This design comes from an exercise in tuning for small area on the open sky130 flow, not from production work.
In this exercise RTL edits were held to simulation tests only and were not proved equivalent to the original.
No activity file was given, so power comes from the tool's default toggle rates.

lane 3:
==> flow/design.v <==
`timescale 1ns / 10ps
module memory(
    input clk_100M,
    input reset,
    input rst,
    input str,
    input [7:0] sw,
    input debug,
    input entr,
    input bld,
    output [3:0] an,
    output reg [6:0] seg,
    output [15:0] led,
    output out,
    output o_shutdown_n,
    output o_gain,
    output o_connect_n
    );
    assign o_shutdown_n = 1'b1;
    assign o_connect_n = 1'b1;
    assign o_gain = 1'b1;
    assign an = 4'b1110;
    localparam [14:0] PAUSE1 = 15'b011100101011111;
    localparam [14:0] PAUSE2 = 15'b001001101110101;
    localparam [14:0] PAUSE3 = 15'b101111000110110;
    localparam [14:0] PAUSE4 = 15'b011010100010001;
    localparam [14:0] PAUSE5 = 15'b000011101110000;
    localparam [13:0] WIN_END = 14'b10111001010110;   
    reg [9:0] counter;
    always @(posedge clk_100M) begin
        if (reset || (&counter[9:5] && &counter[2:0]))
            counter <= 0;
        else
            counter <= counter + 1'b1;
    end
    reg [3:0] dbn, c1n, c2;
    always @(posedge clk_100M) begin
        if (reset) begin
            dbn <= 4'hf;
            c1n <= 4'hf;
            c2 <= 0;
        end
        else if (counter[0]) begin
            dbn <= ~{bld, entr, str, rst};
            c1n <= dbn;
            c2 <= ~c1n;
        end
    end
    wire [3:0] cl = ~c1n & ~c2;
    wire rst_clean = cl[0];
    wire str_clean = cl[1];
    wire entr_clean = cl[2];
    wire bld_clean = cl[3];
    reg drawn;
    reg [7:0] sd;
    always @(posedge clk_100M) begin
        if (reset) begin
            drawn <= 0;
            sd <= 0;
        end
        else if (str_clean || rst_clean) begin
            drawn <= 1;
            sd <= counter[7:0];
        end
    end
    wire [2:0] ix1 = {sd[4]^sd[1], sd[3]^sd[0], sd[2]^sd[7]};
    wire [2:0] ix2 = {sd[7]^sd[4], sd[6]^sd[3], sd[5]^sd[2]};
    wire [2:0] ix3 = {sd[5]^sd[3], sd[7]^sd[5], sd[6]^sd[4]};
    wire [2:0] ix4 = {sd[4]^sd[2], sd[3]^sd[1], sd[2]^sd[0]};
    wire [2:0] ix5 = {sd[7]^sd[5], sd[6]^sd[4], sd[5]^sd[3]};
    wire sw_oh = (sw != 8'd0) && ((sw & (sw - 8'd1)) == 8'd0);
    wire [3:0] sw_code = {sw_oh, ~{ sw[7] | sw[6] | sw[5] | sw[4],
                                 sw[7] | sw[6] | sw[3] | sw[2],
                                 sw[7] | sw[5] | sw[3] | sw[1]}};
    wire [3:0] q1 = {drawn, ~ix1};
    wire [3:0] q2 = {drawn, ~ix2};
    wire [3:0] q3 = {drawn, ~ix3};
    wire [3:0] q4 = {drawn, ~ix4};
    wire [3:0] q5 = {drawn, ~ix5};
    reg [3:0] a1;                        
    reg [3:0] b0, b1, b2, b3, b4;        
    reg [3:0] bld_cnt;
    always @(posedge clk_100M) begin
        if (reset) begin
            b0 <= 4'b0111;
            b1 <= 4'b0111;
            b2 <= 4'b0111;
            b3 <= 4'b0111;
            b4 <= 4'b0111;
        end
        else
            case (bld_cnt)
                4'd1: b0 <= sw_code;
                4'd3: b1 <= sw_code;
                4'd5: b2 <= sw_code;
                4'd7: b3 <= sw_code;
                4'd9: b4 <= sw_code;
            endcase
    end
    wire m1 = (a1 == q1);
    wire e0 = (b0 == q1);
    wire e1 = (b1 == q2);
    wire e2 = (b2 == q3);
    wire e3 = (b3 == q4);
    wire e4 = (b4 == q5);
    wire m2 = e0 & e1;
    wire m3 = m2 & e2;
    wire m4 = m3 & e3;
    wire m5 = m4 & e4;
    reg [2:0] level, seg_lvl;
    reg [14:0] pc;
    reg [13:0] wc;
    reg enable;
    reg [5:1] en;
    reg led_on, led_win, ss_valid;
    reg [2:0] idx;
    wire [14:0] pc_nx = {pc[13:0], ~(pc[14] ^ pc[13])};
    wire [13:0] wc_nx = {wc[12:0], ~(wc[13] ^ wc[4] ^ wc[2] ^ wc[0])};
    always @(*) begin
        case (seg_lvl)
            3'b001: seg = 7'b1001111;
            3'b010: seg = 7'b0010010;
            3'b011: seg = 7'b0000110;
            3'b100: seg = 7'b1001100;
            default: seg = 7'b0100100;
        endcase
    end
    reg [7:0] led_lo;
    always @(*) begin
        led_lo = 8'd0;
        led_lo[idx] = led_on;
        led_lo = led_lo | {8{led_win}};
    end
    assign led = {{8{led_win}}, led_lo};
    wire [5:1] hit = {pc == PAUSE5, pc == PAUSE4, pc == PAUSE3, pc == PAUSE2, pc == PAUSE1};
    wire [4:1] hi = {en[5], |en[5:4], |en[5:3], |en[5:2]};    
    wire [5:1] sel = {hit[4:1] & hi[4:1], 1'b0};              
    wire pw = |sel;
    wire pclr = |(hit & en & ~{1'b0, hi});                    
    wire en_s = |(hit[4:1] & en[5:2]);
    wire en_c = |(hit & en & ~{1'b0, en[5:2]});
    wire win_enable = wc != 14'd0;
    wire we = wc == WIN_END;
    wire ent = entr_clean | rst_clean;
    wire lv1 = level == 3'd1;
    wire lv5 = level == 3'd5;
    wire ew = ent & (lv5 ? ~m5 : ~rst_clean);                 
    wire wst = ent & lv5 & m5;                                
    reg mL;
    always @(*) begin
        case (level)
            3'd2: mL = m2;
            3'd3: mL = m3;
            default: mL = m4;
        endcase
    end
    always @(posedge clk_100M) begin
        if (reset) begin
            level <= 1;
            seg_lvl <= 1;
            pc <= 0;
            enable <= 0;
            en <= 0;
            led_on <= 0;
            led_win <= 0;
            ss_valid <= 0;
            idx <= 0;
            wc <= 0;
            a1 <= 4'b0111;
            bld_cnt <= 0;
        end
        else begin
            seg_lvl <= level;
            pc <= (pclr || en == 5'd0) ? 15'd0 : pc_nx;
            if (we)
                wc <= wst ? 14'd1 : 14'd0;
            else if (win_enable || wst)
                wc <= wc_nx;
            en <= (en & ~hit) | ({5{ew}} & {lv5, level == 3'd4, level == 3'd3, level == 3'd2, lv1});
            ss_valid <= ss_valid | ((ew | pw) & drawn);
            if (ew | en_s)
                enable <= 1;
            else if (en_c)
                enable <= 0;
            if (ew)
                idx <= ix1;
            else if (sel[2])
                idx <= ix2;
            else if (sel[3])
                idx <= ix3;
            else if (sel[4])
                idx <= ix4;
            else if (sel[5])
                idx <= ix5;
            if (wst) begin
                led_on <= 0; led_win <= 1;
            end
            else if (ew) begin
                led_on <= drawn; led_win <= 0;
            end
            else if (we) begin
                led_on <= 0; led_win <= 0;
            end
            else if (pw) begin
                led_on <= drawn; led_win <= 0;
            end
            else if (pclr) begin
                led_on <= 0; led_win <= 0;
            end
            if (ent) begin
                if (lv1)
                    level <= (m1 && !rst_clean) ? 3'd2 : 3'd1;
                else if (!lv5 && rst_clean)
                    level <= 1;
                else if (!lv5 && mL)
                    level <= level + 1'b1;
                else if (we)
                    level <= 1;
            end
            else if (we)
                level <= 1;
            if (ent)
                bld_cnt <= 1;
            else if (bld_clean && !lv1)
                bld_cnt <= bld_cnt + 1'b1;
            if (bld_clean && lv1)
                a1 <= sw_code;
        end
    end
    reg [6:0] tlim;      
    always @(*) begin
        case (idx)
            3'd0: tlim = 7'd117;
            3'd1: tlim = 7'd104;
            3'd2: tlim = 7'd93;
            3'd3: tlim = 7'd82;
            3'd4: tlim = 7'd73;
            3'd5: tlim = 7'd65;
            3'd6: tlim = 7'd58;
            default: tlim = 7'd51;
        endcase
    end
    reg [6:0] t;
    reg tg, gb, dclk;
    always @(posedge clk_100M) begin
        if (tg)
            t <= 7'd2;
        else
            t <= t + 1'b1;
        gb <= !tg && t >= tlim;
        if (reset) begin
            tg <= 1;
            dclk <= 0;
        end
        else begin
            tg <= !ss_valid || (!tg && gb);
            if (tg)
                dclk <= ~dclk;
        end
    end
    assign out = enable & dclk;
endmodule
clock: 10.0 ns
lec_check: 0
cap_margin: 20
core_margin: 2
core_utilization: 40
gpl_timing_driven: 0
slew_margin: 20
standard.sh (not shown) runs the stock make flow with config.mk's settings and CLKGATE_MAP_FILE= SYNTH_SCRIPT=/design/flow/synth_recipe.tcl, a recipe that flattens the netlist after the stock synthesis.
==> flow/flow/run.sh <==
#!/bin/bash
# Layout flow: the standard flow (standard.sh) with these changes:
#  - synthesis: ABC maps with the area-oriented script abc_area.script (in
#    this folder) in place of ORFS's, and ORFS's adder extraction is off
#    (ADDER_MAP_FILE empty); everything else is the standard flow's synthesis script
#  - port buffers are sky130_fd_sc_hd__buf_1
#  - clock tree: sky130_fd_sc_hd__clkbuf_4 buffers and no dummy clock loads
# Each tool's output goes to a log file of its own in the work folder.
set -euo pipefail
cd "$(dirname "$0")/.."
W=$(pwd)
{
  echo 'proc abc {args} {'
  echo '  set i [lsearch -exact $args -script]'
  echo "  if {\$i >= 0} { lset args [expr {\$i + 1}] $W/flow/abc_area.script }"
  echo '  yosys abc {*}$args'
  echo '}'
  cat "$W/synth_recipe.tcl"
} > "$W/synth_area.tcl"
VARS=("SYNTH_SCRIPT=$W/synth_area.tcl" "ADDER_MAP_FILE="
      "BUFFER_PORTS_ARGS=-buffer_cell sky130_fd_sc_hd__buf_1"
      "REMOVE_ABC_BUFFERS=1" "SKIP_REPAIR_TIE_FANOUT=1"
      "CTS_ARGS=-sink_clustering_enable -repair_clock_nets -dont_use_dummy_load -buf_list sky130_fd_sc_hd__clkbuf_4")
bash standard.sh "${VARS[@]}" synth > "$W/log_synth.txt" 2>&1
bash standard.sh "${VARS[@]}" finish > "$W/log_layout.txt" 2>&1
==> flow/flow/abc_area.script <==
strash
&get -n
&deepsyn -T 60
&put
dch -f
amap
topo
Here is what was changed in the inputs of lane 5 compared with lane 3.
diff --git a/flow/design.v b/flow/design.v
--- a/flow/design.v
+++ b/flow/design.v
@@ -32,22 +32,22 @@
             counter <= 0;
         else
             counter <= counter + 1'b1;
     end
-    reg [3:0] dbn, c1n, c2;
-    always @(posedge clk_100M) begin
-        if (reset) begin
-            dbn <= 4'hf;
-            c1n <= 4'hf;
+    reg [3:0] db, c1, c2;
+    always @(posedge clk_100M) begin
+        if (reset) begin
+            db <= 0;
+            c1 <= 0;
             c2 <= 0;
         end
         else if (counter[0]) begin
-            dbn <= ~{bld, entr, str, rst};
-            c1n <= dbn;
-            c2 <= ~c1n;
-        end
-    end
-    wire [3:0] cl = ~c1n & ~c2;
+            db <= {bld, entr, str, rst};
+            c1 <= db;
+            c2 <= c1;
+        end
+    end
+    wire [3:0] cl = c1 & ~c2;
     wire rst_clean = cl[0];
     wire str_clean = cl[1];
     wire entr_clean = cl[2];
     wire bld_clean = cl[3];
@@ -68,26 +68,26 @@
     wire [2:0] ix3 = {sd[5]^sd[3], sd[7]^sd[5], sd[6]^sd[4]};
     wire [2:0] ix4 = {sd[4]^sd[2], sd[3]^sd[1], sd[2]^sd[0]};
     wire [2:0] ix5 = {sd[7]^sd[5], sd[6]^sd[4], sd[5]^sd[3]};
     wire sw_oh = (sw != 8'd0) && ((sw & (sw - 8'd1)) == 8'd0);
-    wire [3:0] sw_code = {sw_oh, ~{ sw[7] | sw[6] | sw[5] | sw[4],
+    wire [3:0] sw_code = {sw_oh, sw[7] | sw[6] | sw[5] | sw[4],
                                  sw[7] | sw[6] | sw[3] | sw[2],
-                                 sw[7] | sw[5] | sw[3] | sw[1]}};
-    wire [3:0] q1 = {drawn, ~ix1};
-    wire [3:0] q2 = {drawn, ~ix2};
-    wire [3:0] q3 = {drawn, ~ix3};
-    wire [3:0] q4 = {drawn, ~ix4};
-    wire [3:0] q5 = {drawn, ~ix5};
+                                 sw[7] | sw[5] | sw[3] | sw[1]};
+    wire [3:0] q1 = {drawn, ix1};
+    wire [3:0] q2 = {drawn, ix2};
+    wire [3:0] q3 = {drawn, ix3};
+    wire [3:0] q4 = {drawn, ix4};
+    wire [3:0] q5 = {drawn, ix5};
     reg [3:0] a1;                        
     reg [3:0] b0, b1, b2, b3, b4;        
     reg [3:0] bld_cnt;
     always @(posedge clk_100M) begin
         if (reset) begin
-            b0 <= 4'b0111;
-            b1 <= 4'b0111;
-            b2 <= 4'b0111;
-            b3 <= 4'b0111;
-            b4 <= 4'b0111;
+            b0 <= 0;
+            b1 <= 0;
+            b2 <= 0;
+            b3 <= 0;
+            b4 <= 0;
         end
         else
             case (bld_cnt)
                 4'd1: b0 <= sw_code;
@@ -165,9 +165,9 @@
             led_win <= 0;
             ss_valid <= 0;
             idx <= 0;
             wc <= 0;
-            a1 <= 4'b0111;
+            a1 <= 0;
             bld_cnt <= 0;
         end
         else begin
             seg_lvl <= level;
[summary]
Fraction of area in non-clock buffers essentially unchanged between lane 5 and lane 3. Lane 5 vs. lane 3: via count climbed about 3.2%; synthesized-area fraction occupied by ao, oa, aoi and oai cells went up; power spent charging and discharging nets now larger. In the final design statistics, lane 5 uses more standard cells in total than lane 3. Wire length: lane 5 > lane 3. Lane 3 and lane 5 ended up with nearly the same post-route clock period utilization. From lane 3 to lane 5 the numbers moved as follows: setup slack of the critical path after layout now larger; total power now larger; distinct cell type count after synthesis now smaller; clock share of power comparable; endpoint arrival time on the critical path now smaller.

-- separate check: timing with driven ports --
The results above use ideal ports. As a check the final layouts listed here were re-extracted and re-timed, cells and wires unchanged.
Step 1 (the two cells are an assumption about what drives the block):
set clk [get_ports {clk_100M}]
set_driving_cell -lib_cell sky130_fd_sc_hd__clkbuf_16 $clk
set_driving_cell -lib_cell sky130_fd_sc_hd__buf_2 [delete_from_list [all_inputs] $clk]
Step 2, shift: input delay + t, output delay - t, t = (earliest + latest rising clock arrival at the registers) / 2. This alone moves slack from input paths to output paths.
Three values: ideal, step 1, step 2; two values: the first two.
run	shift t [ns]	slack for setup (ns)	hold slack, ns	worst setup path at the end	pins driven straight from the clock port
lane 3	0.540	5.970 / 5.970 / 5.809	0.422 / 0.422 / 0.422	input to register	1
lane 5	0.541	5.984 / 5.984 / 5.770	0.420 / 0.420 / 0.420	input to register	1
After both steps setup and hold are still met in every run listed. The setup slack of lane 5, which loses most, moves by 0.000 ns with the drivers and by -0.214 ns with both steps.
